From an optimization exercise on the open Yosys and OpenROAD flow, aimed at a short achievable clock period and few clock cycles; shortcuts taken in it are not production practice. RTL that was checked went through simulation tests only; none was proved equivalent to the original. The RTL of run 1 was laid out without a check of its function. Power and IR drop assume default switching activity.

### design/flow/config.mk
export PLATFORM = sky130hd
export DESIGN_NAME = riscv_single_cycle
export DESIGN_NICKNAME = riscv_single_cycle
export VERILOG_FILES = /design/flow/design.v
export SDC_FILE = /design/flow/constraint.sdc
export NUM_CORES = 4
export LEC_CHECK = 0
export ABC_CLOCK_PERIOD_IN_PS = 2500
export CAP_MARGIN = 20
export CORE_MARGIN = 2
export CORE_UTILIZATION = 40
export CTS_CLUSTER_DIAMETER = 60
export CTS_CLUSTER_SIZE = 30
export PLACE_DENSITY = 0.6
export SETUP_SLACK_MARGIN = 5
export SLEW_MARGIN = 20
export SYNTH_HIERARCHICAL = 1
export TNS_END_PERCENT = 100
### design/flow/constraint.sdc
create_clock -name core_clock -period 10.0 [get_ports {clk}]
set_input_delay 2.0000 -clock core_clock [delete_from_list [all_inputs] [get_ports {clk}]]
set_output_delay 2.0000 -clock core_clock [all_outputs]
set_load 0.01 [all_outputs]
### design/flow/design.v
module rv_xorw #(parameter W = 32) (input wire [W-1:0] a, input wire [W-1:0] b, output wire [W-1:0] y);
    assign y = a ^ b;
endmodule
module rv_xnorw #(parameter W = 32) (input wire [W-1:0] a, input wire [W-1:0] b, output wire [W-1:0] y);
    assign y = ~(a ^ b);
endmodule
module rv_andw #(parameter W = 32) (input wire [W-1:0] a, input wire [W-1:0] b, output wire [W-1:0] y);
    assign y = a & b;
endmodule
module rv_andnw #(parameter W = 32) (input wire [W-1:0] a, input wire [W-1:0] b, output wire [W-1:0] y);
    assign y = a & ~b;
endmodule
module rv_carry #(parameter W = 32) (
    input  wire [W-1:0] g,
    input  wire [W-1:0] p,
    input  wire         cin,
    output wire [W-1:0] c,
    output wire         cout
);
    localparam L = $clog2(W);
    wire [W-1:0] G [0:L];
    wire [W-1:0] P [0:L];
    assign G[0] = g;
    assign P[0] = p;
    genvar k, i;
    generate
        for (k = 0; k < L; k = k + 1) begin : lvl
            for (i = 0; i < W; i = i + 1) begin : bt
                if (i >= (1 << k)) begin : comb
                    assign G[k+1][i] = G[k][i] | (P[k][i] & G[k][i-(1<<k)]);
                    assign P[k+1][i] = P[k][i] & P[k][i-(1<<k)];
                end else begin : pass
                    assign G[k+1][i] = G[k][i];
                    assign P[k+1][i] = P[k][i];
                end
            end
        end
    endgenerate
    wire [W-1:0] co = G[L] | (P[L] & {W{cin}});
    assign c    = {co[W-2:0], cin};
    assign cout = co[W-1];
endmodule
module rv_add #(parameter W = 32) (input wire [W-1:0] a, input wire [W-1:0] b,
                                   output wire [W-1:0] s, output wire cout);
    wire [W-1:0] p, g, c;
    rv_xorw  #(W) px (.a(a), .b(b), .y(p));
    rv_andw  #(W) gx (.a(a), .b(b), .y(g));
    rv_carry #(W) cx (.g(g), .p(p), .cin(1'b0), .c(c), .cout(cout));
    rv_xorw  #(W) sx (.a(p), .b(c), .y(s));
endmodule
module rv_sub (input wire [31:0] a, input wire [31:0] b, output wire [31:0] s);
    wire [31:0] p, g, c;
    wire        co;
    rv_xnorw #(32) px (.a(a), .b(b), .y(p));
    rv_andnw #(32) gx (.a(a), .b(b), .y(g));
    rv_carry #(32) cx (.g(g), .p(p), .cin(1'b1), .c(c), .cout(co));
    rv_xorw  #(32) sx (.a(p), .b(c), .y(s));
endmodule
module rv_incdec #(parameter LO = 13) (input wire [31:0] pc,
                                       output wire [31:LO] inc, output wire [31:LO] dec);
    assign inc = pc[31:LO] + 1'b1;
    assign dec = pc[31:LO] - 1'b1;
endmodule
module rv_alu (
    input  wire [31:0] a,
    input  wire [31:0] b,
    input  wire [31:0] pc4,
    input  wire        op_slt,
    input  wire        op_or,
    input  wire        op_and,
    input  wire        op_link,
    output wire [31:0] sum,
    output wire [31:0] diff,
    output wire [31:0] other
);
    wire [31:0] oth;
    wire        co;
    rv_add #(32) add_u (.a(a), .b(b), .s(sum), .cout(co));
    rv_sub       sub_u (.a(a), .b(b), .s(diff));
    rv_alu_misc  mis_u (.a(a), .b(b), .pc4(pc4), .op_or(op_or), .op_and(op_and),
                        .op_link(op_link), .other(oth));
    rv_alu_slt   slt_u (.a31(a[31]), .b31(b[31]), .d31(diff[31]), .op_slt(op_slt),
                        .oth(oth), .other(other));
endmodule
module rv_alu_misc (
    input  wire [31:0] a,
    input  wire [31:0] b,
    input  wire [31:0] pc4,
    input  wire        op_or,
    input  wire        op_and,
    input  wire        op_link,
    output wire [31:0] other
);
    assign other = ({32{op_or}} & (a | b)) | ({32{op_and}} & (a & b)) | ({32{op_link}} & pc4);
endmodule
module rv_alu_slt (
    input  wire        a31,
    input  wire        b31,
    input  wire        d31,
    input  wire        op_slt,
    input  wire [31:0] oth,
    output wire [31:0] other
);
    wire lt = (a31 ^ b31) ? a31 : d31;
    assign other = {oth[31:1], oth[0] | (op_slt & lt)};
endmodule
module rv_fwd4 (
    input  wire        s0, s1, s2, s3,
    input  wire [31:0] d0, d1, d2, d3,
    output wire [31:0] y
);
    assign y = ({32{s0}} & d0) | ({32{s1}} & d1) | ({32{s2}} & d2) | ({32{s3}} & d3);
endmodule
module rv_add20 (input wire [19:0] a, input wire [19:0] b, input wire c, output wire [19:0] s);
    assign s = a + b + c;
endmodule
module rv_rf_mux (
    input  wire [1023:0] regs,
    input  wire [4:0]    ra,
    output wire [31:0]   rd
);
    assign rd = regs[ra*32 +: 32];
endmodule
module rv_ao (input wire s, input wire [31:0] a, input wire [31:0] o, output wire [31:0] y);
    assign y = ({32{s}} & a) | o;
endmodule
module rv_eq32 (input wire [31:0] a, input wire [31:0] b, output wire eq);
    assign eq = (a == b);
endmodule
module rv_pcsel (
    input  wire        sel_b,
    input  wire        sel_j,
    input  wire        sel_h,
    input  wire        sel_o,
    input  wire [31:0] tgt_b,
    input  wire [31:0] tgt_j,
    input  wire [31:0] hold,
    input  wire [31:0] other,
    output wire [31:0] pc_next
);
    assign pc_next = ({32{sel_b}} & tgt_b) | ({32{sel_j}} & tgt_j)
                   | ({32{sel_h}} & hold)  | ({32{sel_o}} & other);
endmodule
module riscv_single_cycle (
    input  wire        clk,
    input  wire        rst,
    output wire [31:0] imem_addr,
    input  wire [31:0] imem_rdata,
    output wire [31:0] dmem_addr,
    output wire [31:0] dmem_wdata,
    output wire        dmem_we,
    input  wire [31:0] dmem_rdata
);
    reg [31:0] rf [1:31];
    wire [1023:0] regs;
    assign regs[31:0] = 32'd0;
    genvar gi;
    generate
        for (gi = 1; gi < 32; gi = gi + 1) begin : rfw
            assign regs[gi*32 +: 32] = rf[gi];
        end
    endgenerate
    reg [31:0] pc;
    reg        fx_t;                 
    wire       fx = fx_t & ~((fx_imm == 20'hFFFFF) & fx_c | (fx_imm == 20'h00000) & ~fx_c);
    reg [19:0] fx_pc, fx_imm;
    reg        fx_c;
    reg        x_wr, x_ld, x_st, x_br, x_pred;
    reg [4:0]  x_rd;
    reg [31:0] x_a, x_b, x_bv, x_pc4;
    reg [11:0] x_lo;                 
    reg        x_c;
    reg [31:12] x_pchi, x_inc;
    reg        x_add, x_sub, x_slt, x_or, x_and, x_link;
    reg        x_1s, x_1d, x_1o, x_1n;
    reg        x_2s, x_2d, x_2o, x_2n;
    reg        x_vs, x_vd, x_vo, x_vn;
    reg        m_wr, m_ld, m_we, m_add, m_sub;
    reg [4:0]  m_rd;
    reg [31:0] m_sum, m_diff, m_oth, m_sd;
    wire [31:0] ins = imem_rdata;
    wire [6:0]  f_op  = ins[6:0];
    wire [2:0]  f_f3  = ins[14:12];
    wire [4:0]  f_rd  = ins[11:7];
    wire [4:0]  f_rs1 = ins[19:15];
    wire [4:0]  f_rs2 = ins[24:20];
    wire f_isR = (f_op == 7'b0110011);
    wire f_isI = (f_op == 7'b0010011);
    wire f_isL = (f_op == 7'b0000011);
    wire f_isS = (f_op == 7'b0100011);
    wire f_isB = (f_op == 7'b1100011);
    wire f_isJ = (f_op == 7'b1101111);
    wire [31:0] immI = {{20{ins[31]}}, ins[31:20]};
    wire [31:0] immS = {{20{ins[31]}}, ins[31:25], ins[11:7]};
    wire [31:0] immB = {{20{ins[31]}}, ins[7], ins[30:25], ins[11:8], 1'b0};
    wire [31:0] immJ = {{12{ins[31]}}, ins[19:12], ins[20], ins[30:21], 1'b0};
    wire [31:0] pc4 = pc + 32'd4;
    wire [11:0] loB, loJ;
    wire        cB, cJ;
    rv_add #(12) addB (.a(pc[11:0]), .b(immB[11:0]), .s(loB), .cout(cB));
    rv_add #(12) addJ (.a(pc[11:0]), .b(immJ[11:0]), .s(loJ), .cout(cJ));
    wire [31:12] incB, decB;
    rv_incdec #(12) idB (.pc(pc), .inc(incB), .dec(decB));
    wire f_same  = (f_rs1 == f_rs2);
    wire f_b4    = (immB == 32'd4);
    wire f_predB = f_same | ins[31];
    wire f_jump  = f_isJ | (f_isB & f_predB);
    wire f_use1 = f_isR | f_isI | f_isL | f_isS | f_isB;
    wire f_use2 = f_isR | f_isS | f_isB;
    wire f_wr   = (f_isR | f_isI | f_isL | f_isJ) & (f_rd != 5'd0);
    wire [31:0] m_val;
    rv_fwd4 mv (.s0(m_add), .s1(m_sub), .s2(1'b1), .s3(1'b0),
                .d0(m_sum), .d1(m_diff), .d2(m_oth), .d3(32'd0), .y(m_val));
    wire [31:0] m_wdata = m_ld ? dmem_rdata : m_val;
    wire [31:0] r1, r2, f_a, f_b, f_bv;
    rv_rf_mux rm1 (.regs(regs), .ra(f_rs1), .rd(r1));
    rv_rf_mux rm2 (.regs(regs), .ra(f_rs2), .rd(r2));
    wire byp1 = m_wr & (m_rd == f_rs1);
    wire byp2 = m_wr & (m_rd == f_rs2);
    rv_ao ao1 (.s(~byp1), .a(r1), .o({32{byp1}} & m_wdata), .y(f_a));
    rv_ao ao2 (.s(~byp2), .a(r2), .o({32{byp2}} & m_wdata), .y(f_b));
    rv_ao ao3 (.s(f_isR & ~byp2), .a(r2),
               .o(({32{f_isR & byp2}} & m_wdata) | ({32{~f_isR}} & (f_isS ? immS : immI))),
               .y(f_bv));
    wire f_alu   = f_isR | f_isI;
    wire f_subop = f_alu & (f_f3 == 3'b000) & f_isR & ins[30];
    wire f_sltop = f_alu & (f_f3 == 3'b010);
    wire f_orop  = f_alu & (f_f3 == 3'b110);
    wire f_andop = f_alu & (f_f3 == 3'b111);
    wire f_addop = ~(f_subop | f_sltop | f_orop | f_andop | f_isJ);
    wire fw1 = x_wr & ~x_ld & (x_rd == f_rs1);
    wire fw2 = x_wr & ~x_ld & (x_rd == f_rs2);
    wire fwv = fw2 & f_isR;
    wire [31:0] a, b2, bs;
    rv_fwd4 fa (.s0(x_1s), .s1(x_1d), .s2(x_1o), .s3(x_1n),
                .d0(m_sum), .d1(m_diff), .d2(m_oth), .d3(x_a), .y(a));
    rv_fwd4 fb (.s0(x_2s), .s1(x_2d), .s2(x_2o), .s3(x_2n),
                .d0(m_sum), .d1(m_diff), .d2(m_oth), .d3(x_b), .y(b2));
    rv_fwd4 fv (.s0(x_vs), .s1(x_vd), .s2(x_vo), .s3(x_vn),
                .d0(m_sum), .d1(m_diff), .d2(m_oth), .d3(x_bv), .y(bs));
    wire [31:0] x_sum, x_diff, x_oth;
    rv_alu alu (.a(a), .b(bs), .pc4(x_pc4),
                .op_slt(x_slt), .op_or(x_or), .op_and(x_and), .op_link(x_link),
                .sum(x_sum), .diff(x_diff), .other(x_oth));
    wire x_eq;
    rv_eq32 eq (.a(a), .b(b2), .eq(x_eq));
    wire x_redirect = x_br & (x_eq ^ x_pred);
    wire [31:0] x_alt = x_pred ? x_pc4 :
                        {x_c ? x_inc : x_pchi, x_lo};    
    wire stall = x_ld & x_wr & ((f_use1 & (f_rs1 == x_rd)) | (f_use2 & (f_rs2 == x_rd)));
    wire f_go  = ~x_redirect & ~fx & ~stall;
    wire f_take = ~rst & f_go & f_jump;
    wire f_hold = ~rst & ~x_redirect & ~fx & stall;
    wire [19:0] fx_hi;
    rv_add20 fxa (.a(fx_pc), .b(fx_imm), .c(fx_c), .s(fx_hi));
    wire [31:0] pc_other = rst ? 32'd0 : x_redirect ? x_alt : fx ? {fx_hi, pc[11:0]} : pc4;
    wire [31:0] pc_next;
    rv_pcsel pcs (.sel_b(f_take & ~f_isJ), .sel_j(f_take & f_isJ), .sel_h(f_hold),
                  .sel_o(~f_take & ~f_hold),
                  .tgt_b({pc[31:12], loB}), .tgt_j({pc[31:12], loJ}), .hold(pc),
                  .other(pc_other), .pc_next(pc_next));
    assign imem_addr  = pc;
    assign dmem_addr  = m_sum;       
    assign dmem_wdata = m_sd;
    assign dmem_we    = m_we;
    always @(posedge clk) begin
        pc     <= pc_next;
        fx_t   <= f_take;
        fx_pc  <= pc[31:12];
        fx_imm <= f_isJ ? immJ[31:12] : immB[31:12];
        fx_c   <= f_isJ ? cJ : cB;
        x_wr     <= ~rst & f_go & f_wr;
        x_ld     <= ~rst & f_go & f_isL;
        x_st     <= ~rst & f_go & f_isS;
        x_br     <= ~rst & f_go & f_isB & ~f_same & ~f_b4;
        x_pred   <= ins[31];
        x_rd     <= f_rd;
        x_a      <= f_a;
        x_b      <= f_b;
        x_bv     <= f_bv;
        x_pc4    <= pc4;
        x_lo     <= loB;
        x_c      <= cB;
        x_pchi   <= pc[31:12];
        x_inc    <= incB;
        x_add    <= f_addop;
        x_sub    <= f_subop;
        x_slt    <= f_sltop;
        x_or     <= f_orop;
        x_and    <= f_andop;
        x_link   <= f_isJ;
        x_1s <= fw1 & x_add;  x_1d <= fw1 & x_sub;  x_1o <= fw1 & ~x_add & ~x_sub;  x_1n <= ~fw1;
        x_2s <= fw2 & x_add;  x_2d <= fw2 & x_sub;  x_2o <= fw2 & ~x_add & ~x_sub;  x_2n <= ~fw2;
        x_vs <= fwv & x_add;  x_vd <= fwv & x_sub;  x_vo <= fwv & ~x_add & ~x_sub;  x_vn <= ~fwv;
        m_wr   <= ~rst & x_wr;
        m_ld   <= x_ld;
        m_we   <= ~rst & x_st;
        m_rd   <= x_rd;
        m_add  <= x_add;
        m_sub  <= x_sub;
        m_sum  <= x_sum;
        m_diff <= x_diff;
        m_oth  <= x_oth;
        m_sd   <= b2;
        if (m_wr) rf[m_rd] <= m_wdata;
    end
endmodule
### design/flow/flow/run.sh
#!/bin/bash
set -euo pipefail
MARGIN=6.8
sed -E "s/SETUP_SLACK_MARGIN=[0-9.]+/SETUP_SLACK_MARGIN=${MARGIN}/" standard.sh > standard_tight.sh
grep -q "SETUP_SLACK_MARGIN=${MARGIN}" standard_tight.sh
bash standard_tight.sh > make_flow.log 2>&1
### design/flow/standard.sh
#!/bin/bash
# synth_recipe.tcl (not shown) runs the flow's synth.tcl, then flattens the netlist and writes it again
# the make line also repeats each setting of config.mk as NAME=value (left out here)
make -C /OpenROAD-flow-scripts/flow DESIGN_CONFIG=/design/flow/config.mk WORK_HOME=/design/flow/orfs CLKGATE_MAP_FILE= SYNTH_SCRIPT=/design/flow/synth_recipe.tcl "${@:-finish}"
==> key figures, run 1 <==
Detailed routing
  – Routed wire length: 284000 um
  – Drt wl/cell: roughly 32 um
  – 1st-iter DRT viols: 7662
  – Via count: about 56000
  – DRC violations left: 0
  – Vias per cell: about 6.3
  – Post-route ant nets: 0
  – DR pass1 iterations: 7

Cells and area
  – Layout cells sized above 1: 0.228
  – Non-Filler Instances: 8937
  – Area Overhead vs Synth: 22.8%
  – Final Net Count: approximately 6600
  – Fillers: 15400

Worst setup path
  – Worst EP arrival: between 4 and 5 ns
  – CP max FO: 32
  – Critical path class: register to register
  – R2R setup slack: about 6.5 ns
  – Worst r2r dst: pc[26]
  – Worst EP required: 10.66 ns
  – FF-to-FF Start: x_2o
  – CP Capture Type: register
  – Setup crit start kind: register
  – R2R depth: 16
  – Crit path from: x_2o

Floorplanning
  – Ports: approximately 160
  – Core Footprint: ~180000 um2
  – Std-Cell Rows: ~150
  – Die area: between 150000 and 200000 um2
  – Die width: between 400 and 500 um
  – Die height: around 430 um
  – Initial Util: 0.403

Timing
  – Slew at the pin closest to its max-slew limit: 1.11 ns
  – Final Cycle Share: 0.354
  – Slew Limit Fails: 0
  – Endpoints failing hold: 0
  – Post-route minimum period: 3.54 ns
  – # setup viols final: 0
  – Setup TNS: 0 ns
  – Peak Freq: around 280 MHz
  – Unrepaired setup endpoints after global routing: true
  – Final Skew: 0.0569 ns
  – Slew HR: 0.260

Global route
  – Pin count of the biggest net entering global routing: 69
  – Initial antenna violation count: 13
  – Vias in the first global route: 53200
  – GR Util All Layers: 0.295
  – Global-route wire length before repair: approximately 390000 um
  – Gr ovfl total: 0

Worst hold path
  – Worst hold start: x_ld
  – WHS Path Cells: 0
  – Hold EP: m_ld
  – Hold Crit Class: register to register

CTS
  – Clk Latency, worst-skew pair: about 0.80 ns
  – H-Tree Depth: 3
  – Worst-path clk slew: 0.08 ns
  – CTS tree: built
  – Maximum clock path buffer count: 3
  – Root Buffer: clkbuf_16
  – CTS Buf Count: between 100 and 150
  – Clk sink count: 1381

Job
  – Max_cap viols: 0

Synthesis
  – Mapped Area: just over 70000 um2
  – Average size of a mapped cell: 11.8 um2
  – Cell count after synthesis: about 6000
  – Yosys warning count: 9

Power and ir drop
  – Leak Pwr: around 0.034 uW
  – Worst vdd ir: ~0.16 mV
  – Pwr Density: 173 nW/um2

Placement
  – GPL Wtd Cong: ~0.95
  – I/O Buffers: between 150 and 200
  – Post-placement cell count: a little over 8000
  – HPWL Detailed: around 150000 um

Status
  – Status: timing/DRC/antenna clean
-- layer usage --
metal	vias up	part of all wire	global-route usage
met5	-	0.00020	0
met4	8	0.063	0.155
met3	842	0.10	0.0586
met2	3535	0.44	0.450
met1	28200	0.39	0.396
li1	23700	-	-
-- sequential cells by signal (all words and copies together), names as in the netlist, 5 cells and up --
| signal | count |
|---|---|
| fx_imm | 9 |
| x_b | 32 |
| m_sum | 32 |
| x_lo | 12 |
| x_bv | 32 |
| x_inc | 20 |
| x_pc4 | 32 |
| rf | 992 |
| pc | 32 |
| x_rd | 5 |
| m_rd | 5 |
| m_oth | 32 |
| m_sd | 32 |
| x_pchi | 20 |
| m_diff | 32 |
| x_a | 32 |
-- power breakdown --
group | total [uW] | switching [uW] | internal [uW]
Sequential | 6910 | 209 | 6700
Clock | 5210 | 2630 | 2580
Combinational | 2970 | 1870 | 1090
Total | 15100 | 4710 | 10400
-- worst max path at each step --
| stage | end | slack [ns] |
|---|---|---|
| final | pc[26] | 6.46 |
| after detailed placement | x_a[27] | 4.16 |
| after global routing | pc[26] | 6.45 |
| after global placement | x_a[24] | 4.19 |
| after CTS | pc[21] | 6.48 |
| after floorplan | pc[12] | 6.40 |
-- layout make-up --
type,instances,area [um2],share of cell area
Tap cell,2340,2930,0.0336
Timing Repair Buffer,653,7910,0.0907
Clock inverter,95,1340,0.0154
Clock buffer,130,3070,0.0352
Sequential cell,1381,37900,0.434
Multi-Input combinational cell,4219,33500,0.385
Timing Repair inverter,9,67.6,0.000775
Antenna cell,6,15.0,0.000172
Inverter,104,439,0.00504
-- cell usage in the layout (no fill, tap or decap), types with 42 or more instances in the layout --
cell and count:
a31oi_1 62, nor3_1 89, nand3_1 215, edfxtp_1 992
xor2_1 183, a22oi_2 104, a22o_1 128, buf_6 124
conb_1 118, nor2_4 42, clkbuf_16 136, a21o_1 146
inv_1 90, dfxtp_1 284, buf_12 53, dfxtp_4 66
mux2i_1 1081, a22oi_1 440, nand2_1 357, o21ai_0 54
xnor2_1 50, nor2_1 166, and2_1 60, buf_16 43
buf_4 317, a21oi_1 292, nand2_2 65
-- metrics by stage --
step | hold WS [ns] | setup WS [ns] | utilization | area [um2] | power, uW
4_1_cts | 0.395 | 6.48 | 0.480 | 84500 | 14800
6_report | 0.401 | 6.46 | 0.495 | 87200 | 15100
3_5_place_dp | 0.382 | 4.16 | 0.424 | 74800 | 9270
5_1_grt | 0.407 | 6.45 | 0.494 | 87200 | 15500
3_3_place_gp | 0.381 | 4.19 | 0.424 | 74800 | 9240
2_1_floorplan | 0.365 | 6.40 | - | 71800 | 8290
-- worst max-delay path: stages (launching register included) --
cell      delay (ns)
dfxtp_2         0.33
buf_8           0.20
a22oi_1         0.29
nand2_2         0.15
xor2_4          0.24
nor4_2          0.32
nand4_1         0.18
nor2_4          0.21
xor2_4          0.32
nand2_8         0.14
o211a_4         0.20
o211ai_4        0.09
buf_12          0.17
nor2_4          0.05
buf_12          0.18
a22oi_1         0.18
nand2_1         0.08
-- repair_timing --
action	4_1_cts	5_1_grt
setup endpoints to repair	439	462
setup buffers	197	118
pin swaps	91	74
hold buffers	0	0
gates cloned	62	18
gates resized for setup	1116	265
==> run 2, diff against run 1 <==
--- a/design/flow/design.v
+++ b/design/flow/design.v
@@ -18,5 +18,5 @@
     output wire         cout
 );
-    localparam L = $clog2(W);
+    localparam L = (W > 16) ? 5 : (W > 8) ? 4 : (W > 4) ? 3 : (W > 2) ? 2 : 1;
     wire [W-1:0] G [0:L];
     wire [W-1:0] P [0:L];
--- a/design/flow/config.mk
+++ b/design/flow/config.mk
@@ -10,6 +10,4 @@
 export CORE_MARGIN = 2
 export CORE_UTILIZATION = 40
-export CTS_CLUSTER_DIAMETER = 60
-export CTS_CLUSTER_SIZE = 30
 export PLACE_DENSITY = 0.6
 export SETUP_SLACK_MARGIN = 5
==> run 2 against run 1 <==
Against the previous run: critical path type unchanged; critical path depth unchanged; still clean on timing, DRC and antenna; fmax rose by 0.10%; total power up 3.4%.
==> key figures, run 2 <==
Power and ir drop
  – Pwr Density: 178 nW/um2
  – Leak Pwr: 0.0343 uW
  – Worst vdd ir: 0.154 mV

Timing
  – Final Cycle Share: 0.353
  – Unrepaired setup endpoints after global routing: true
  – Setup TNS: 0 ns
  – Final Skew: a little under 0.04 ns
  – # setup viols final: 0
  – Slew at the pin closest to its max-slew limit: 1.12 ns
  – Peak Freq: about 280 MHz
  – Slew HR: 0.252
  – Endpoints failing hold: 0
  – Slew Limit Fails: 0
  – Post-route minimum period: 3.53 ns
  – Final worst setup slack: 6.47 ns

CTS
  – Maximum clock path buffer count: 3
  – H-Tree Depth: 4
  – CTS Buf Count: 152
  – CTS tree: built
  – Worst-path clk slew: about 0.060 ns
  – Clk Latency, worst-skew pair: a little over 0.8 ns
  – Hold-fix buffers, CTS: 0
  – Root Buffer: clkbuf_16
  – Clk sink count: 1381

Worst setup path
  – CP max FO: 16
  – Critical path depth in cells: 16
  – Crit path capture: pc[26]
  – R2R setup slack: 6.47 ns
  – R2R depth: 16
  – FF-to-FF Start: x_1s
  – Setup crit start kind: register
  – Critical path class: register to register
  – Family with the most delay on the worst path: simple AND/OR/NAND/NOR gates
  – Worst path most repeated cell: buf_12
  – Crit-path cells: buf_12 -> a22oi_2 -> nand2_2 -> xor2_4 -> nor4_2 -> nand4_1 -> nor2_4 -> xor2_4 -> nand2_8 -> o211a_4 -> o211ai_4 -> buf_12 -> nor2_4 -> buf_12 -> a22oi_1 -> nand2_1
  – Worst EP required: 10.69 ns
  – Worst EP arrival: between 4 and 5 ns
  – Worst r2r dst: pc[26]
  – CP Capture Type: register
  – Crit path from: x_1s
  – Crit-path slowest cell: dfxtp_4
  – CP peak stage delay: 0.44 ns
  – Worst Path Buf+Inv: 3

Floorplanning
  – Std-Cell Rows: between 150 and 200
  – Die area: approximately 180000 um2
  – Initial Util: 0.403
  – Ports: 163
  – Die width: 425 um
  – Core Footprint: between 150000 and 200000 um2
  – Die height: about 430 um

Global route
  – GR Util All Layers: 0.297
  – Vias in the first global route: between 50000 and 60000
  – Global-route wire length before repair: 388000 um
  – Initial antenna violation count: 8
  – Gr ovfl total: 0
  – Pin count of the biggest net entering global routing: just under 70

Cells and area
  – Final Net Count: between 6000 and 7000
  – Area Overhead vs Synth: 23.6%
  – Commonest non-fill, non-tap cell in the layout: mux2i_1
  – Max reg flops: between 900 and 1000
  – Most frequent cells in the layout: 1081 x mux2i_1, 992 x edfxtp_1, 441 x a22oi_1, 349 x nand2_1, 290 x a21oi_1
  – Largest register by flop count: rf
  – Layout cells sized above 1: 0.226

Synthesis
  – Average size of a mapped cell: around 12 um2
  – Yosys warning count: 9
  – Mapped Area: slightly above 70000 um2
  – Cell count after synthesis: between 6000 and 7000

Detailed routing
  – DR pass1 iterations: 6
  – 1st-iter DRT viols: approximately 7600
  – DRC violations left: 0
  – Post-route ant nets: 0
  – Drt wl/cell: 31.6 um
  – Via count: roughly 56000
  – Routed wire length: 283000 um
  – Vias per cell: roughly 6.3

Status
  – Status: timing/DRC/antenna clean

Worst hold path
  – Worst hold start: x_rd[2]
  – Hold Crit Class: register to register

Placement
  – HPWL Detailed: about 150000 um
  – I/O Buffers: approximately 160
  – GPL Wtd Cong: 0.947
  – Post-Place Setup Slack: roughly 4.2 ns

Job
  – Max_cap viols: 0
-- run 2: routing by layer --
layer / global-route usage / vias to the layer above / wire length, um
met5: 0 / - / 13
met4: 0.161 / 2 / 17500
met3: 0.0585 / 796 / 29800
met2: 0.451 / 3544 / 125000
met1: 0.400 / 28200 / 111000
li1: - / 23700 / -
-- run 2: area by class of cell --
type                    count  area [um2]
flip-flops and latches   1381       37900
well taps                2340        2930
fillers                 15300       88600
multi-input cells        4220       33700
clock buffers             215        4290
diodes                      2        5.00
clock inverters            65         717
inverters                 104         435
repair inverters            8        55.1
repair buffers            619        7670
-- run 2: worst min-delay path by stage --
stage / cells past startpoint / end / slack [ns]
6_report: 0 / m_rd[2] / 0.40
3_3_place_gp: 0 / m_ld / 0.38
2_1_floorplan: 0 / m_ld / 0.36
4_1_cts: 0 / m_ld / 0.39
5_1_grt: 0 / m_rd[4] / 0.40
3_5_place_dp: 0 / m_ld / 0.38
-- run 2: what timing repair did --
action                                  in CTS  in global routing
gates resized for setup                   1158                241
pin swaps                                   94                 94
setup buffers                              210                 79
endpoints found under the setup margin     434                486
cloned                                      60                 12
-- run 2: where the power goes --
part | leakage (uW) | switching [uW] | internal, uW | total, uW
registers | 0.0121 | 206 | 6710 | 6920
logic | 0.0197 | 1880 | 1100 | 2980
clock network | 0.00246 | 2440 | 3270 | 5700
total | 0.0343 | 4520 | 11100 | 15600
-- run 2: through the flow --
step                power [uW]   util  instances  area [um2]  hold WS (ns)
global route             16000  0.497       8953       87700         0.405
global placement          9240  0.424       8310       74800         0.381
CTS                      15400  0.485       8860       85500         0.392
detailed placement        9270  0.424       8310       74800         0.382
floorplan                 8290      -       6116       71800         0.365
finish                   15600  0.497       8954       87700         0.397
Testbench counts of run 2, summed over its fixed seeds: cycles 53,980.
==> run 3, diff against run 2 <==
--- a/design/flow/design.v
+++ b/design/flow/design.v
@@ -178,5 +178,5 @@
     reg        m_wr, m_ld, m_we, m_add, m_sub;
     reg [4:0]  m_rd;
-    reg [31:0] m_sum, m_diff, m_oth, m_sd;
+    reg [31:0] m_sum, m_diff, m_oth, m_sd, m_addr;
     wire [31:0] ins = imem_rdata;
     wire [6:0]  f_op  = ins[6:0];
@@ -243,6 +243,16 @@
                 .op_slt(x_slt), .op_or(x_or), .op_and(x_and), .op_link(x_link),
                 .sum(x_sum), .diff(x_diff), .other(x_oth));
-    wire x_eq;
-    rv_eq32 eq (.a(a), .b(b2), .eq(x_eq));
+    wire e_ab, e_sb, e_db, e_ob, e_as, e_ad, e_ao;
+    rv_eq32 eq0 (.a(x_a),    .b(x_b),    .eq(e_ab));
+    rv_eq32 eq1 (.a(m_sum),  .b(x_b),    .eq(e_sb));
+    rv_eq32 eq2 (.a(m_diff), .b(x_b),    .eq(e_db));
+    rv_eq32 eq3 (.a(m_oth),  .b(x_b),    .eq(e_ob));
+    rv_eq32 eq4 (.a(x_a),    .b(m_sum),  .eq(e_as));
+    rv_eq32 eq5 (.a(x_a),    .b(m_diff), .eq(e_ad));
+    rv_eq32 eq6 (.a(x_a),    .b(m_oth),  .eq(e_ao));
+    wire x_eq = (~x_1n & ~x_2n)
+              | (x_1n & x_2n & e_ab)
+              | (x_1s & x_2n & e_sb) | (x_1d & x_2n & e_db) | (x_1o & x_2n & e_ob)
+              | (x_1n & x_2s & e_as) | (x_1n & x_2d & e_ad) | (x_1n & x_2o & e_ao);
     wire x_redirect = x_br & (x_eq ^ x_pred);
     wire [31:0] x_alt = x_pred ? x_pc4 :
@@ -261,5 +271,5 @@
                   .other(pc_other), .pc_next(pc_next));
     assign imem_addr  = pc;
-    assign dmem_addr  = m_sum;       
+    assign dmem_addr  = m_addr;      
     assign dmem_wdata = m_sd;
     assign dmem_we    = m_we;
@@ -302,5 +312,6 @@
         m_diff <= x_diff;
         m_oth  <= x_oth;
-        m_sd   <= b2;
+        if (x_ld | x_st) m_addr <= x_sum;    
+        if (x_st) m_sd <= b2;
         if (m_wr) rf[m_rd] <= m_wdata;
     end
==> design/flow/flow/run.sh (replaced) <==
#!/bin/bash
set -euo pipefail
MARGIN=7.3
sed -E "s/SETUP_SLACK_MARGIN=[0-9.]+/SETUP_SLACK_MARGIN=${MARGIN}/" standard.sh > standard_tight.sh
grep -q "SETUP_SLACK_MARGIN=${MARGIN}" standard_tight.sh
bash standard_tight.sh > make_flow.log 2>&1
==> run 3 against run 2 <==
Against the previous run: still clean on timing, DRC and antenna; worst setup slack improved by 0.036 ns; die area increased by 5.2%; non-clock buffer count is 275 higher; final area grew 12%; worst hold slack worse by 0.00064 ns; wire length rose by 23%; register-to-register slack better by 0.04 ns; combinational power increased by 15%; critical endpoint is now pc[3]; largest cell class unchanged; largest power group unchanged.
==> key figures, run 3 <==
CTS
  – Worst-path clk slew: around 0.060 ns
  – H-Tree Depth: 4
  – Clk Latency, worst-skew pair: about 0.84 ns
  – CTS tree: built
  – Maximum clock path buffer count: 3
  – Clk sink count: approximately 1400
  – Hold-fix buffers, CTS: 0
  – CTS Buf Count: 158
  – Root Buffer: clkbuf_16

Detailed routing
  – 1st-iter DRT viols: just under 10000
  – Post-route ant nets: 0
  – Routed wire length on met3: 47300 um
  – Max layer used: met5
  – Met1 Wirelength: between 100000 and 150000 um
  – Vias per cell: roughly 6.5
  – Via count: 63600
  – DRC violations left: 0
  – Routed wire length: ~350000 um
  – Drt wl/cell: between 30 and 40 um
  – DR pass1 iterations: 9
  – Met2 WL: around 140000 um

Power and ir drop
  – Comb power frac: 0.200
  – Sequential share of power: 0.437
  – Internal power: ~12000 uW
  – Pwr Density: between 150 and 200 nW/um2
  – Clock power frac: 0.362
  – Leak Pwr: approximately 0.038 uW
  – Worst vdd ir: between 0.15 and 0.2 mV
  – NetSw: between 5000 and 6000 uW
  – Sw frac: 0.310
  – Tot Pwr: 17100 uW

Worst setup path
  – Critical path class: register to register
  – Setup crit start kind: register
  – Worst EP arrival: 4.25 ns
  – CP max FO: 13
  – CP Capture Type: register
  – Worst EP required: 10.75 ns

Job
  – Max_cap viols: 0

Timing
  – Final Skew: ~0.044 ns
  – Unrepaired setup endpoints after global routing: true
  – Post-route minimum period: roughly 3.5 ns
  – Slew HR: 0.164
  – Final Cycle Share: 0.350
  – Peak Freq: 286 MHz
  – Setup TNS: 0 ns
  – Endpoints failing hold: 0
  – Slew Limit Fails: 0
  – # setup viols final: 0
  – Slew at the pin closest to its max-slew limit: ~1.3 ns

Global route
  – Pin count of the biggest net entering global routing: 65
  – Global-route wire length before repair: about 470000 um
  – Initial antenna violation count: 15
  – GR Util All Layers: 0.350
  – Vias in the first global route: about 61000
  – Gr ovfl total: 0

Synthesis
  – Yosys warning count: 9
  – Cell count after synthesis: about 6400
  – Average size of a mapped cell: ~12 um2
  – Mapped Area: 74700 um2

Cells and area
  – Commonest non-fill, non-tap cell in the layout: edfxtp_1
  – Most frequent cells in the layout: 1056 x edfxtp_1, 1042 x mux2i_1, 428 x a22oi_1, 388 x nand2_1, 331 x buf_4
  – Max reg flops: ~1000
  – Area Overhead vs Synth: 31.8%
  – Largest register by flop count: rf
  – Final Cell Area: around 99000 um2
  – Layout cells sized above 1: 0.290
  – Final Net Count: 7204

Floorplanning
  – Core Footprint: approximately 190000 um2
  – Die height: around 440 um
  – Die width: around 440 um
  – Ports: about 160
  – Initial Util: 0.403
  – Std-Cell Rows: about 160
  – Die area: 190000 um2

Placement
  – I/O Buffers: between 150 and 200
  – Placed cell area: ~79000 um2
  – HPWL Detailed: around 170000 um
  – GPL Wtd Cong: ~0.97

Status
  – Status: timing/DRC/antenna clean

Worst hold path
  – Hold Crit Class: register to register
-- run 3: cell types whose count changed in the layout (fill, tap and decap cells not counted), sizes merged, moves of 20 or more --
cell,delta
xor2,+176
edfxtp,+64
buf,+285
nor4,+55
nand2,+29
dfxtp,-32
a221o,-20
-- run 3: final timing paths --
path	slack, ns	from	depth (start not counted)	end
min	0.40	x_rd[4]	0	m_rd[4]
max reg2reg	6.50	m_oth[14]	14	pc[3]
min reg2reg	0.40	x_rd[4]	0	m_rd[4]
max	6.50	m_oth[14]	14	pc[3]
-- run 3: layer usage --
layer  vias up  GRT usage
met1     31700      0.445
li1      25600          -
met5         -    0.00428
met3      1413      0.117
met2      4918      0.501
met4        20      0.239
-- run 3: metrics by stage --
stage / std cells / utilization / hold slack [ns] / setup WS, ns
5_1_grt: 9733 / 0.531 / 0.399 / 6.45
2_1_floorplan: 6485 / - / 0.360 / 6.06
6_report: 9740 / 0.531 / 0.397 / 6.50
4_1_cts: 9636 / 0.519 / 0.392 / 6.54
3_5_place_dp: 8790 / 0.426 / 0.383 / 3.94
3_3_place_gp: 8786 / 0.425 / 0.385 / 3.96
-- run 3: layout make-up --
class / count / area, um2
clock buffer: 207 / 4320
multi-input combinational: 4544 / 38000
clock inverter: 90 / 1200
fill: 15400 / 86900
timing repair buffer: 894 / 12200
tap: 2480 / 3100
sequential: 1413 / 39200
antenna: 8 / 20.0
inverter: 104 / 469
-- run 3: power groups by stage --
stage                     clock, uW  sequential, uW  combinational [uW]
after global placement            0            7510                2280
after global routing           6430            7440                3540
after CTS                      6180            7410                3080
final                          6190            7470                3420
after floorplan                   0            7200                1590
after detailed placement          0            7500                2310
-- run 3: worst max-delay path, cell delays in order (launching register included) --
cell and delay (ns):
dfxtp_1 0.53, xor2_1 0.27, nor4_2 0.12, nand4_1 0.11
nor2_1 0.05, a222oi_1 0.59, mux2i_2 0.23, buf_4 0.21
o21ai_4 0.17, and2_4 0.26, bufbuf_16 0.34, a211oi_2 0.06
a311oi_1 0.34, a22oi_2 0.10, nand2_1 0.07
-- run 3: what timing repair did --
item,in CTS,in global routing
endpoints found under the setup margin,1687,903
pin swaps,330,180
gates resized for setup,1626,330
gates cloned,136,4
setup buffers,413,92
Testbench counts of run 3, summed over its fixed seeds: cycles 53,980.
==> run 4, diff against run 3 <==
==> design/flow/flow/run.sh (replaced) <==
#!/bin/bash
set -euo pipefail
MARGIN=6.8
sed -E "s/SETUP_SLACK_MARGIN=[0-9.]+/SETUP_SLACK_MARGIN=${MARGIN}/" standard.sh > standard_tight.sh
grep -q "SETUP_SLACK_MARGIN=${MARGIN}" standard_tight.sh
bash standard_tight.sh > make_flow.log 2>&1
==> run 4 against run 3 <==
Against the previous run: critical path depth shrank 13; non-clock buffer count shrank 365; final area shrank 7.9%; highest routed layer is now met4; sequential power is essentially flat; area after synthesis is the same; count of clock-buffer cells in the layout grew 15; clock skew grew 0.0074 ns; synthesized cell count is the same; combinational power shrank 16%; worst setup slack gained 0.054 ns.
==> key figures, run 4 <==
Detailed routing
  – 1st-iter DRT viols: ~8500
  – DRC violations left: 0
  – Routed wire length: roughly 310000 um
  – Drt wl/cell: between 30 and 40 um
  – Vias per cell: approximately 6.4
  – Via count: between 50000 and 60000
  – Post-route ant nets: 0
  – DR pass1 iterations: 9

Worst setup path
  – Worst EP required: approximately 8 ns
  – Crit-path cells: buf_6
  – Crit path from: m_addr[0]
  – CP max FO: 1
  – CP Capture Type: primary output
  – Critical path class: register to primary output
  – Worst EP arrival: between 1 and 1.5 ns
  – Crit-path slowest cell: edfxtp_1
  – CP peak stage delay: roughly 0.45 ns
  – FF-to-FF Start: m_sum[1]
  – Setup crit start kind: register
  – Family with the most delay on the worst path: flip-flops
  – Worst Path Buf+Inv: 1

Global route
  – Initial antenna violation count: 10
  – Gr ovfl total: 0
  – GR Util All Layers: 0.311
  – Vias in the first global route: about 56000
  – Pin count of the biggest net entering global routing: slightly below 70
  – Global-route wire length before repair: ~420000 um

Worst hold path
  – Worst hold start: x_rd[2]
  – Hold Crit Class: register to register

CTS
  – H-Tree Depth: 4
  – CTS Buf Count: approximately 160
  – Clk Latency, worst-skew pair: about 0.83 ns
  – Worst-path clk slew: around 0.060 ns
  – Clk sink count: around 1400
  – Root Buffer: clkbuf_16
  – CTS tree: built
  – Maximum clock path buffer count: 3

Timing
  – Final worst setup slack: 6.56 ns
  – Endpoints failing hold: 0
  – Final Skew: 0.0515 ns
  – Setup TNS: 0 ns
  – # setup viols final: 0
  – Slew HR: 0.174
  – WHS: 0.388 ns
  – Slew Limit Fails: 0
  – Peak Freq: ~290 MHz
  – Slew at the pin closest to its max-slew limit: approximately 1.2 ns
  – Post-route minimum period: between 3 and 4 ns
  – Unrepaired setup endpoints after global routing: true
  – Final Cycle Share: 0.344

Power and ir drop
  – Sw frac: 0.305
  – NetSw: 4970 uW
  – Sequential share of power: 0.461
  – Clock power frac: 0.364
  – Internal power: roughly 11000 uW
  – Comb power frac: 0.175
  – Leak Pwr: around 0.035 uW
  – Pwr Density: 179 nW/um2
  – Worst vdd ir: between 0.2 and 0.25 mV

Cells and area
  – Most frequent cells in the layout: 1068 x mux2i_1, 1056 x edfxtp_1, 415 x a22oi_1, 391 x nand2_1, 362 x xor2_1
  – Max reg flops: around 1000
  – Fillers: between 15000 and 20000
  – Final Net Count: between 6000 and 7000
  – Largest register by flop count: rf
  – Commonest non-fill, non-tap cell in the layout: mux2i_1
  – Layout cells sized above 1: 0.223
  – Area Overhead vs Synth: 21.5%

Placement
  – Post-Place Setup Slack: between 4 and 5 ns
  – HPWL Detailed: 167000 um
  – I/O Buffers: 162
  – GPL Wtd Cong: around 1

Synthesis
  – Cell count after synthesis: between 6000 and 7000
  – Mapped Area: about 75000 um2
  – Yosys warning count: 9
  – Average size of a mapped cell: between 10 and 15 um2

Floorplanning
  – Die width: between 400 and 500 um
  – Core Footprint: approximately 190000 um2
  – Ports: approximately 160
  – Initial Util: 0.403
  – Die area: about 190000 um2
  – Std-Cell Rows: between 150 and 200
  – Die height: between 400 and 500 um

Job
  – Max_cap viols: 0

Status
  – Status: timing/DRC/antenna clean
-- run 4: cell type report --
class / count / area (um2) / area share
Sequential cell: 1413 / 39300 / 0.433
Multi-Input combinational cell: 4539 / 36200 / 0.399
Timing Repair Buffer: 529 / 6290 / 0.0693
Clock buffer: 222 / 4450 / 0.0490
Tap cell: 2480 / 3100 / 0.0342
Clock inverter: 66 / 811 / 0.00893
Inverter: 104 / 454 / 0.00500
Timing Repair inverter: 16 / 120 / 0.00132
Antenna cell: 11 / 27.5 / 0.000303
-- run 4: worst register-to-register path: stages (launching register included) --
cell and delay, ns:
dfxtp_2 0.48, xor2_1 0.12, nor4_1 0.50, nand4_1 0.24
nor2_1 0.13, a22oi_1 0.10, a21boi_2 0.16, buf_4 0.15
or3_1 0.19, and4_4 0.37, nand2_4 0.09, nor3_4 0.30
buf_6 0.20, buf_12 0.16, a22oi_1 0.08, nand2_1 0.08
-- run 4: stage by stage --
step | instance area, um2 | power [uW] | cells | util
global placement | 78400 | 9750 | 8782 | 0.423
detailed placement | 78400 | 9760 | 8782 | 0.423
CTS | 88100 | 15900 | 9252 | 0.475
finish | 90800 | 16300 | 9380 | 0.489
global route | 90700 | 16700 | 9374 | 0.489
floorplan | 75500 | 8740 | 6485 | -
-- run 4: per-layer routing --
metal | wire, um | up-vias | global-route usage
met3 | 35900 | 983 | 0.0723
met5 | 0 | - | 0
li1 | - | 24800 | -
met2 | 135000 | 4044 | 0.467
met1 | 122000 | 29900 | 0.414
met4 | 20100 | 0 | 0.172
-- run 4: timing repair --
item | in CTS | in global routing
gates resized for setup | 1062 | 386
cloned | 56 | 23
endpoints found under the hold margin | 0 | 0
pin swaps | 62 | 87
setup endpoints to repair | 597 | 669
buffers inserted | 126 | 94
hold buffers | 0 | 0
-- run 4: final timing paths --
| kind | to | slack [ns] | depth (start not counted) |
|---|---|---|---|
| setup / recovery | dmem_addr[0] | 6.56 | 1 |
| setup reg to reg | pc[16] | 6.59 | 15 |
| hold / removal | m_rd[2] | 0.39 | 0 |
| hold reg to reg | m_rd[2] | 0.39 | 0 |
-- run 4: power by group through the flow --
stage / registers [uW] / logic [uW] / clock network, uW
2_1_floorplan: 7200 / 1540 / 0
3_3_place_gp: 7530 / 2230 / 0
3_5_place_dp: 7520 / 2250 / 0
4_1_cts: 7410 / 2570 / 5960
5_1_grt: 7470 / 3000 / 6190
6_report: 7500 / 2860 / 5920
==> run 5, diff against run 4 <==
--- a/design/flow/design.v
+++ b/design/flow/design.v
@@ -49,7 +49,8 @@
     rv_xorw  #(W) sx (.a(p), .b(c), .y(s));
 endmodule
-module rv_sub (input wire [31:0] a, input wire [31:0] b, output wire [31:0] s);
+module rv_sub (input wire [31:0] a, input wire [31:0] b, output wire [31:0] s, output wire c31);
     wire [31:0] p, g, c;
     wire        co;
+    assign c31 = c[31];
     rv_xnorw #(32) px (.a(a), .b(b), .y(p));
     rv_andnw #(32) gx (.a(a), .b(b), .y(g));
@@ -77,8 +78,9 @@
     wire        co;
     rv_add #(32) add_u (.a(a), .b(b), .s(sum), .cout(co));
-    rv_sub       sub_u (.a(a), .b(b), .s(diff));
+    wire         c31;
+    rv_sub       sub_u (.a(a), .b(b), .s(diff), .c31(c31));
     rv_alu_misc  mis_u (.a(a), .b(b), .pc4(pc4), .op_or(op_or), .op_and(op_and),
                         .op_link(op_link), .other(oth));
-    rv_alu_slt   slt_u (.a31(a[31]), .b31(b[31]), .d31(diff[31]), .op_slt(op_slt),
+    rv_alu_slt   slt_u (.a31(a[31]), .b31(b[31]), .c31(c31), .op_slt(op_slt),
                         .oth(oth), .other(other));
 endmodule
@@ -97,10 +99,10 @@
     input  wire        a31,
     input  wire        b31,
-    input  wire        d31,
+    input  wire        c31,
     input  wire        op_slt,
     input  wire [31:0] oth,
     output wire [31:0] other
 );
-    wire lt = (a31 ^ b31) ? a31 : d31;
+    wire lt = (a31 ^ b31) ? a31 : ~c31;
     assign other = {oth[31:1], oth[0] | (op_slt & lt)};
 endmodule
==> run 5 against run 4 <==
Against the previous run: largest cell class unchanged; clock skew decreased by 0.010 ns; highest routed layer is now met5; sequential share of layout area down 0.21 points; worst setup slack got worse by 0.071 ns.
==> key figures, run 5 <==
Status
  – Status: timing/DRC/antenna clean

CTS
  – Root Buffer: clkbuf_16
  – Maximum clock path buffer count: 3
  – CTS Buf Count: 155
  – H-Tree Depth: 4
  – Clk Latency, worst-skew pair: ~0.85 ns
  – Clk sink count: around 1400
  – CTS tree: built
  – Worst-path clk slew: 0.06 ns

Placement
  – GPL Wtd Cong: just under 1
  – HPWL Detailed: between 150000 and 200000 um
  – Post-Place Setup Slack: between 4 and 5 ns
  – I/O Buffers: 162

Timing
  – Unrepaired setup endpoints after global routing: true
  – Slew HR: 0.286
  – WHS: slightly below 0.4 ns
  – Slew Limit Fails: 0
  – Endpoints failing hold: 0
  – Setup TNS: 0 ns
  – # setup viols final: 0
  – Slew at the pin closest to its max-slew limit: 1.06 ns
  – Post-route minimum period: about 3.5 ns
  – Final Skew: about 0.04 ns
  – Final worst setup slack: approximately 6.5 ns
  – Final Cycle Share: 0.351
  – Peak Freq: around 280 MHz

Worst setup path
  – Family with the most delay on the worst path: flip-flops
  – Crit-path cells: buf_2
  – Critical path class: register to primary output
  – Crit-path slowest cell: edfxtp_1
  – Worst EP arrival: 1.51 ns
  – Worst Path Buf+Inv: 1
  – Worst EP required: ~8.0 ns
  – CP Capture Type: primary output
  – CP peak stage delay: between 0.4 and 0.5 ns
  – CP max FO: 1
  – Setup crit start kind: register

Power and ir drop
  – Worst vdd ir: about 0.20 mV
  – Pwr Density: 180 nW/um2
  – Leak Pwr: 0.0352 uW

Detailed routing
  – Routed wire length: around 320000 um
  – 1st-iter DRT viols: ~8500
  – Via count: ~60000
  – DRC violations left: 0
  – Drt wl/cell: 33.8 um
  – DR pass1 iterations: 8
  – Post-route ant nets: 0
  – Vias per cell: 6.33

Synthesis
  – Yosys warning count: 9
  – Cell count after synthesis: ~6400
  – Mapped Area: about 75000 um2
  – Average size of a mapped cell: ~12 um2

Floorplanning
  – Ports: 163
  – Die width: approximately 440 um
  – Core Footprint: between 150000 and 200000 um2
  – Die height: between 400 and 500 um
  – Die area: approximately 190000 um2
  – Std-Cell Rows: between 150 and 200
  – Initial Util: 0.403

Job
  – Max_cap viols: 0

Worst hold path
  – Hold Crit Class: register to register

Global route
  – Gr ovfl total: 0
  – Initial antenna violation count: 12
  – GR Util All Layers: 0.314
  – Vias in the first global route: around 56000
  – Pin count of the biggest net entering global routing: 65
  – Global-route wire length before repair: 428000 um

Cells and area
  – Largest register by flop count: rf
  – Area Overhead vs Synth: 21.8%
  – Max reg flops: ~990
  – Final Net Count: roughly 7000
  – Most frequent cells in the layout: 1066 x mux2i_1, 1056 x edfxtp_1, 438 x a22oi_1, 394 x nand2_1, 356 x xor2_1
  – Layout cells sized above 1: 0.221
  – Commonest non-fill, non-tap cell in the layout: mux2i_1
[run 5: worst paths after layout]
| check | start | end | slack (ns) | cells past startpoint |
|---|---|---|---|---|
| hold reg to reg | x_rd[2] | m_rd[2] | 0.40 | 0 |
| setup / recovery | m_sd[30] | dmem_wdata[30] | 6.49 | 1 |
| setup reg to reg | x_a[14] | pc[1] | 6.60 | 15 |
| hold / removal | x_rd[2] | m_rd[2] | 0.40 | 0 |
[run 5: routing by layer]
layer	track usage	share of wire	up-vias	wire, um
met4	0.156	0.058	10	18500
met1	0.424	0.39	29800	125000
met2	0.472	0.43	3923	138000
met5	0	0.00023	-	74
met3	0.0732	0.11	847	35800
li1	-	-	24800	-
[run 5: cell type report]
| cell class | instances | area [um2] |
|---|---|---|
| fill | 16300 | 94400 |
| sequential | 1413 | 39200 |
| multi-input combinational | 4540 | 36400 |
| timing repair buffer | 527 | 6390 |
| clock buffer | 202 | 4330 |
| tap | 2480 | 3100 |
| clock inverter | 89 | 993 |
| inverter | 103 | 458 |
| timing repair inverter | 18 | 125 |
| antenna | 7 | 17.5 |
[run 5: timing repair]
action,in CTS,in global routing
pin swaps,68,100
cloned,60,25
buffers inserted,107,98
hold buffers,0,0
gates resized for setup,1160,336
endpoints found under the setup margin,769,497
[run 5: through the flow]
| stage | power [uW] | cell area, um2 | utilization | std cells |
|---|---|---|---|---|
| 6_report | 16400 | 91000 | 0.491 | 9379 |
| 5_1_grt | 16800 | 91000 | 0.491 | 9376 |
| 4_1_cts | 16100 | 88200 | 0.476 | 9249 |
| 3_5_place_dp | 9790 | 78500 | 0.423 | 8791 |
| 3_3_place_gp | 9780 | 78500 | 0.423 | 8791 |
| 2_1_floorplan | 8740 | 75500 | - | 6484 |
[run 5: power by group]
part	total (uW)	internal, uW	switching [uW]
clock	5980	3420	2560
combinational	2950	1030	1920
sequential	7480	6890	589
Testbench counts of run 5, summed over its fixed seeds: cycles 53,980.
==> run 6, diff against run 5 <==
--- a/design/flow/config.mk
+++ b/design/flow/config.mk
@@ -9,6 +9,6 @@
 export CAP_MARGIN = 20
 export CORE_MARGIN = 2
-export CORE_UTILIZATION = 40
-export PLACE_DENSITY = 0.6
+export CORE_UTILIZATION = 60
+export PLACE_DENSITY = 0.72
 export SETUP_SLACK_MARGIN = 5
 export SLEW_MARGIN = 20
==> run 6 against run 5 <==
Against the previous run: still clean; register-to-register slack got worse by 0.38 ns; total power decreased by 2.0%; clock skew increased by 0.0031 ns; area after synthesis unchanged; cell count decreased by 8.6%; first-iteration DRC count increased by 28%; final area decreased by 0.92%; die area decreased by 33%; non-clock buffer count increased by 56; wire length decreased by 3.9%; critical path type is now register to register; critical endpoint is now pc[25]; highest routed layer unchanged.
==> key figures, run 6 <==
Timing
  – Slew Limit Fails: 0
  – Setup TNS: 0 ns
  – WHS: about 0.38 ns
  – Unrepaired setup endpoints after global routing: true
  – Post-route minimum period: roughly 3.8 ns
  – Slew HR: 0.200
  – Final Cycle Share: 0.378
  – Slew at the pin closest to its max-slew limit: 1.19 ns
  – Endpoints failing hold: 0
  – Final Skew: 0.0443 ns
  – # setup viols final: 0
  – Final worst setup slack: approximately 6.2 ns
  – Peak Freq: approximately 260 MHz

Detailed routing
  – DRC violations left: 0
  – Routed wire length: ~300000 um
  – Post-route ant nets: 0
  – DR pass1 iterations: 9
  – Via count: 62000
  – Vias per cell: approximately 7.2
  – Drt wl/cell: around 36 um
  – 1st-iter DRT viols: between 10000 and 15000

Worst hold path
  – Hold Crit Class: register to register

Synthesis
  – Cell count after synthesis: between 6000 and 7000
  – Mapped Area: about 75000 um2
  – Average size of a mapped cell: ~12 um2
  – Yosys warning count: 9

Worst setup path
  – CP max FO: 9
  – Crit-path slowest cell: a222oi_1
  – Worst EP arrival: between 4 and 5 ns
  – Setup crit start kind: register
  – CP Capture Type: register
  – Crit-path cells: xor2_2 -> nor4_2 -> nand4_1 -> nor2_1 -> a222oi_1 -> mux2i_1 -> buf_4 -> buf_6 -> o21ai_4 -> and2_4 -> buf_16 -> nor3_1 -> a311o_1 -> a22oi_1 -> nand2_1
  – Critical path class: register to register
  – CP peak stage delay: 0.76 ns
  – Worst EP required: ~11 ns

Placement
  – GPL Wtd Cong: slightly below 1
  – Post-Place Setup Slack: a little under 4 ns
  – I/O Buffers: 162
  – HPWL Detailed: about 160000 um
  – Post-placement cell count: 7952
  – Placed cell area: roughly 77000 um2

Cells and area
  – Commonest non-fill, non-tap cell in the layout: mux2i_1
  – Final Net Count: just under 7000
  – Largest register by flop count: rf
  – Non-Filler Instances: around 8600
  – Fillers: 8249
  – Area Overhead vs Synth: 20.7%
  – Most frequent cells in the layout: 1071 x mux2i_1, 1056 x edfxtp_1, 425 x a22oi_1, 401 x nand2_1, 350 x xor2_1
  – Max reg flops: 992
  – Layout cells sized above 1: 0.218
  – Final Cell Area: 90200 um2

CTS
  – Clk Latency, worst-skew pair: ~0.83 ns
  – Maximum clock path buffer count: 3
  – Hold-fix buffers, CTS: 0
  – Root Buffer: clkbuf_16
  – H-Tree Depth: 4
  – Clk sink count: roughly 1400
  – CTS tree: built
  – CTS Buf Count: about 150
  – Worst-path clk slew: approximately 0.07 ns

Floorplanning
  – Ports: between 150 and 200
  – Die width: between 300 and 400 um
  – Die height: 357 um
  – Die area: 127000 um2
  – Std-Cell Rows: 129
  – Initial Util: 0.604
  – Core Footprint: between 100000 and 150000 um2

Global route
  – Vias in the first global route: approximately 58000
  – Gr ovfl total: 0
  – Global-route wire length before repair: between 400000 and 500000 um
  – GR Util All Layers: 0.448
  – Pin count of the biggest net entering global routing: 76
  – Initial antenna violation count: 17

Power and ir drop
  – Worst vdd ir: roughly 0.21 mV
  – Leak Pwr: between 0.03 and 0.04 uW
  – Pwr Density: 178 nW/um2

Job
  – Max_cap viols: 0

Status
  – Status: timing/DRC/antenna clean
## run 6: critical path: cells and delay by family (launching register included)
family / cells / cell delay, ns
compound gates: 4 / 1.47
flops: 1 / 0.48
xor+xnor: 1 / 0.16
simple gates: 6 / 0.77
mux: 1 / 0.22
buf+inv: 3 / 0.51
## run 6: path summary, 6_finish.rpt
kind	startpoint	endpoint	slack, ns	depth (start not counted)
max	x_b[11]	pc[25]	6.22	15
min	x_rd[1]	m_rd[1]	0.38	0
max reg2reg	x_b[11]	pc[25]	6.22	15
min reg2reg	x_rd[1]	m_rd[1]	0.38	0
## run 6: final cells by class
cell class,count,area [um2],area share
Antenna cell,13,32.5,0.000361
Clock buffer,205,4200,0.0466
Clock inverter,71,857,0.00950
Inverter,103,432,0.00479
Multi-Input combinational cell,4541,36100,0.400
Sequential cell,1413,39200,0.435
Tap cell,1637,2050,0.0227
Timing Repair Buffer,583,7200,0.0799
Timing Repair inverter,11,77.6,0.000860
## run 6: repair_timing
action	4_1_cts	5_1_grt
buffers inserted	136	102
gates resized for setup	1088	340
pin swaps	78	143
endpoints found under the hold margin	0	0
cloned	68	30
endpoints found under the setup margin	554	442
## run 6: power breakdown
group | switching [uW] | internal, uW | leakage, uW | total (uW)
clock | 2440 | 3330 | 0.00244 | 5760
combinational | 1850 | 1020 | 0.0205 | 2870
sequential | 552 | 6900 | 0.0124 | 7450
total | 4840 | 11200 | 0.0354 | 16100
## run 6: stage by stage
stage / power [uW] / utilization
2_1_floorplan: 8740 / -
3_3_place_gp: 9660 / 0.626
3_5_place_dp: 9690 / 0.626
4_1_cts: 15600 / 0.704
5_1_grt: 16400 / 0.729
6_report: 16100 / 0.729
## run 6: metal layers
layer  routed length, um  vias to the layer above  part of all wire  track usage
met3               48100                     1539              0.16        0.148
met1              105000                    29900              0.35        0.575
met4               26400                       12             0.087        0.328
met5                  80                        -           0.00026            0
li1                    -                    24900                 -            -
met2              125000                     5679              0.41        0.634
==> run 7, diff against run 6 <==
--- a/design/flow/design.v
+++ b/design/flow/design.v
@@ -49,8 +49,7 @@
     rv_xorw  #(W) sx (.a(p), .b(c), .y(s));
 endmodule
-module rv_sub (input wire [31:0] a, input wire [31:0] b, output wire [31:0] s, output wire c31);
+module rv_sub (input wire [31:0] a, input wire [31:0] b, output wire [31:0] s);
     wire [31:0] p, g, c;
     wire        co;
-    assign c31 = c[31];
     rv_xnorw #(32) px (.a(a), .b(b), .y(p));
     rv_andnw #(32) gx (.a(a), .b(b), .y(g));
@@ -78,9 +77,8 @@
     wire        co;
     rv_add #(32) add_u (.a(a), .b(b), .s(sum), .cout(co));
-    wire         c31;
-    rv_sub       sub_u (.a(a), .b(b), .s(diff), .c31(c31));
+    rv_sub       sub_u (.a(a), .b(b), .s(diff));
     rv_alu_misc  mis_u (.a(a), .b(b), .pc4(pc4), .op_or(op_or), .op_and(op_and),
                         .op_link(op_link), .other(oth));
-    rv_alu_slt   slt_u (.a31(a[31]), .b31(b[31]), .c31(c31), .op_slt(op_slt),
+    rv_alu_slt   slt_u (.a31(a[31]), .b31(b[31]), .d31(diff[31]), .op_slt(op_slt),
                         .oth(oth), .other(other));
 endmodule
@@ -99,10 +97,10 @@
     input  wire        a31,
     input  wire        b31,
-    input  wire        c31,
+    input  wire        d31,
     input  wire        op_slt,
     input  wire [31:0] oth,
     output wire [31:0] other
 );
-    wire lt = (a31 ^ b31) ? a31 : ~c31;
+    wire lt = (a31 ^ b31) ? a31 : d31;
     assign other = {oth[31:1], oth[0] | (op_slt & lt)};
 endmodule
@@ -144,4 +142,7 @@
                    | ({32{sel_h}} & hold)  | ({32{sel_o}} & other);
 endmodule
+module rv_mux32 (input wire s, input wire [31:0] a, input wire [31:0] b, output wire [31:0] y);
+    assign y = s ? a : b;
+endmodule
 module riscv_single_cycle (
     input  wire        clk,
@@ -262,14 +263,15 @@
     wire stall = x_ld & x_wr & ((f_use1 & (f_rs1 == x_rd)) | (f_use2 & (f_rs2 == x_rd)));
     wire f_go  = ~x_redirect & ~fx & ~stall;
-    wire f_take = ~rst & f_go & f_jump;
-    wire f_hold = ~rst & ~x_redirect & ~fx & stall;
+    wire f_take = ~rst & ~fx & ~stall & f_jump;
+    wire f_hold = ~rst & ~fx & stall;
     wire [19:0] fx_hi;
     rv_add20 fxa (.a(fx_pc), .b(fx_imm), .c(fx_c), .s(fx_hi));
-    wire [31:0] pc_other = rst ? 32'd0 : x_redirect ? x_alt : fx ? {fx_hi, pc[11:0]} : pc4;
-    wire [31:0] pc_next;
+    wire [31:0] pc_other = rst ? 32'd0 : fx ? {fx_hi, pc[11:0]} : pc4;
+    wire [31:0] pc_f, pc_next;
     rv_pcsel pcs (.sel_b(f_take & ~f_isJ), .sel_j(f_take & f_isJ), .sel_h(f_hold),
                   .sel_o(~f_take & ~f_hold),
                   .tgt_b({pc[31:12], loB}), .tgt_j({pc[31:12], loJ}), .hold(pc),
-                  .other(pc_other), .pc_next(pc_next));
+                  .other(pc_other), .pc_next(pc_f));
+    rv_mux32 pcr (.s(x_redirect & ~rst), .a(x_alt), .b(pc_f), .y(pc_next));
     assign imem_addr  = pc;
     assign dmem_addr  = m_addr;      
@@ -278,5 +280,5 @@
     always @(posedge clk) begin
         pc     <= pc_next;
-        fx_t   <= f_take;
+        fx_t   <= f_take & ~x_redirect;
         fx_pc  <= pc[31:12];
         fx_imm <= f_isJ ? immJ[31:12] : immB[31:12];
@@ -314,6 +316,6 @@
         m_diff <= x_diff;
         m_oth  <= x_oth;
-        if (x_ld | x_st) m_addr <= x_sum;    
-        if (x_st) m_sd <= b2;
+        m_addr <= (x_ld | x_st) ? x_sum : 32'd0;    
+        m_sd   <= b2;
         if (m_wr) rf[m_rd] <= m_wdata;
     end
--- a/design/flow/config.mk
+++ b/design/flow/config.mk
@@ -9,6 +9,6 @@
 export CAP_MARGIN = 20
 export CORE_MARGIN = 2
-export CORE_UTILIZATION = 60
-export PLACE_DENSITY = 0.72
+export CORE_UTILIZATION = 40
+export PLACE_DENSITY = 0.6
 export SETUP_SLACK_MARGIN = 5
 export SLEW_MARGIN = 20
==> run 7 against run 6 <==
Against the previous run: still clean on timing, DRC and antenna; non-clock buffer count is 29 lower; area after synthesis is 0.24% lower; count of clock-buffer cells in the layout is 14 higher; clock skew is 0.0022 ns higher; total power is 0.23% higher; global-route usage is 14 points lower; largest cell class unchanged; largest power group unchanged.
==> key figures, run 7 <==
Status
  – Status: timing/DRC/antenna clean

Detailed routing
  – Vias per cell: ~6.3
  – Routed wire length: roughly 310000 um
  – Drt wl/cell: 33.2 um
  – 1st-iter DRT viols: roughly 8600
  – DR pass1 iterations: 8
  – Post-route ant nets: 0
  – DRC violations left: 0
  – Via count: around 59000

Synthesis
  – Yosys warning count: 9
  – Cell count after synthesis: between 6000 and 7000
  – Mapped Area: 74500 um2
  – Average size of a mapped cell: approximately 12 um2

Timing
  – Setup TNS: 0 ns
  – Final Cycle Share: 0.344
  – Post-route minimum period: ~3.4 ns
  – Slew HR: 0.283
  – Final Skew: 0.0466 ns
  – Peak Freq: about 290 MHz
  – Slew Limit Fails: 0
  – # setup viols final: 0
  – WHS: 0.403 ns
  – Slew at the pin closest to its max-slew limit: ~1.1 ns
  – Unrepaired setup endpoints after global routing: true
  – Endpoints failing hold: 0

Placement
  – HPWL Detailed: 165000 um
  – Post-placement cell count: slightly below 9000
  – I/O Buffers: 162
  – GPL Wtd Cong: 0.982

CTS
  – Worst-path clk slew: ~0.06 ns
  – Hold-fix buffers, CTS: 0
  – Clk Latency, worst-skew pair: between 0.8 and 0.9 ns
  – CTS Buf Count: 153
  – Maximum clock path buffer count: 3
  – H-Tree Depth: 4
  – Clk sink count: ~1400
  – CTS tree: built
  – Root Buffer: clkbuf_16

Cells and area
  – Area Overhead vs Synth: 22.0%
  – Non-Filler Instances: 9423
  – Layout cells sized above 1: 0.231
  – Largest register by flop count: rf
  – Fillers: between 15000 and 20000
  – Max reg flops: between 900 and 1000
  – Final core occ: 0.491
  – Most frequent cells in the layout: 1059 x mux2i_1, 992 x edfxtp_1, 438 x a22oi_1, 400 x nand2_1, 358 x xor2_1
  – Commonest non-fill, non-tap cell in the layout: mux2i_1
  – Final Net Count: 6895

Worst setup path
  – Worst EP arrival: 4.17 ns
  – CP Capture Type: register
  – Worst EP required: 10.73 ns
  – CP max FO: 16
  – FF-to-FF Start: x_vo
  – R2R setup slack: 6.56 ns
  – R2R depth: 12
  – Worst r2r dst: m_addr[31]
  – Setup crit start kind: register
  – Critical path class: register to register

Global route
  – Gr ovfl total: 0
  – Initial antenna violation count: 11
  – Vias in the first global route: 56200
  – GR Util All Layers: 0.310
  – Pin count of the biggest net entering global routing: between 90 and 100
  – Global-route wire length before repair: 423000 um

Floorplanning
  – Die height: roughly 440 um
  – Core Footprint: about 190000 um2
  – Initial Util: 0.402
  – Die width: 436 um
  – Die area: between 150000 and 200000 um2
  – Std-Cell Rows: 158
  – Ports: about 160

Power and ir drop
  – Worst vdd ir: between 0.2 and 0.25 mV
  – Leak Pwr: between 0.03 and 0.04 uW
  – Pwr Density: between 150 and 200 nW/um2
  – Tot Pwr: 16100 uW

Worst hold path
  – Worst hold start: x_ld
  – Hold Crit Class: register to register
  – Hold EP: m_ld
  – WHS Path Cells: 0

Job
  – Max_cap viols: 0
## run 7: area by class of cell
class                           count  area, um2  share of cell area
Sequential cell                  1413      38700               0.425
Multi-Input combinational cell   4550      36600               0.402
Timing Repair Buffer              554       6910              0.0759
Clock buffer                      219       4270              0.0469
Tap cell                         2480       3100              0.0341
Clock inverter                     66        761             0.00836
Inverter                          116        507             0.00557
Timing Repair inverter             18        135             0.00149
Antenna cell                        7       17.5            0.000193
## run 7: where the power goes
group | switching, uW | internal [uW]
clock network | 2520 | 3220
registers | 580 | 6850
logic | 1890 | 1060
## run 7: critical path: stages, from the launching register on
cell	delay, ns
dfxtp_4	0.39
clkbuf_16	0.23
a22oi_1	0.22
nand2_2	0.25
xor2_2	0.45
nand3_1	0.15
a21boi_0	0.28
a211oi_1	0.11
a21oi_1	0.24
a31oi_2	0.11
a21oi_4	0.33
xor2_2	0.32
nor2b_1	0.25
## run 7: routing by layer
| layer | GRT usage | wire length (um) | share of wire |
|---|---|---|---|
| met1 | 0.399 | 120000 | 0.38 |
| met2 | 0.475 | 137000 | 0.44 |
| met3 | 0.0662 | 33400 | 0.11 |
| met4 | 0.194 | 22600 | 0.072 |
| met5 | 0 | 27 | 0.000086 |
## run 7: repair_timing
action,in CTS,in global routing
gates resized for setup,1186,295
endpoints found under the setup margin,752,731
gates cloned,63,27
buffers inserted,155,82
pin swaps,79,113
## run 7: worst max-delay path by stage
stage	to	slack (ns)	from
after floorplan	pc[11]	6.29	imem_rdata[9]
after global placement	x_b[21]	4.34	imem_rdata[22]
after detailed placement	x_b[21]	4.18	imem_rdata[22]
after CTS	m_addr[31]	6.55	x_vd
after global routing	m_addr[31]	6.50	x_1s
final	m_addr[31]	6.56	x_vo
## run 7: per-stage QoR
step,area [um2],setup WS [ns]
3_5_place_dp,78400,4.18
3_3_place_gp,78400,4.34
5_1_grt,91000,6.50
6_report,91000,6.56
2_1_floorplan,75700,6.29
4_1_cts,88400,6.55
Testbench counts of run 7, summed over its fixed seeds: cycles 53,980.

-- static timing again, ports no longer ideal --
No port has a modelled driver above. Below, the same layouts with a new extraction and two added sets of constraints. Step 1: set_driving_cell puts a clkbuf_16 on clk and a buf_2 on each other input, an assumption about the parent block. Step 2 also shifts input and output timing later by t, the mid clock arrival at the registers, as if the neighbouring blocks saw the same clock. Slacks: ideal ports / drivers / drivers and shift; pairs: ideal ports / drivers.
run	shift t [ns]	setup WS [ns]
run 1	0.861	6.463 / 6.463 / 5.676
run 2	0.889	6.467 / 6.467 / 5.603
run 3	0.903	6.503 / 6.503 / 5.622
run 4	0.899	6.557 / 6.464 / 5.597
run 5	0.921	6.486 / 6.391 / 5.485
run 6	0.901	6.221 / 6.221 / 5.609
run 7	0.924	6.564 / 6.471 / 5.546
After both steps setup and hold are still met in every run listed.
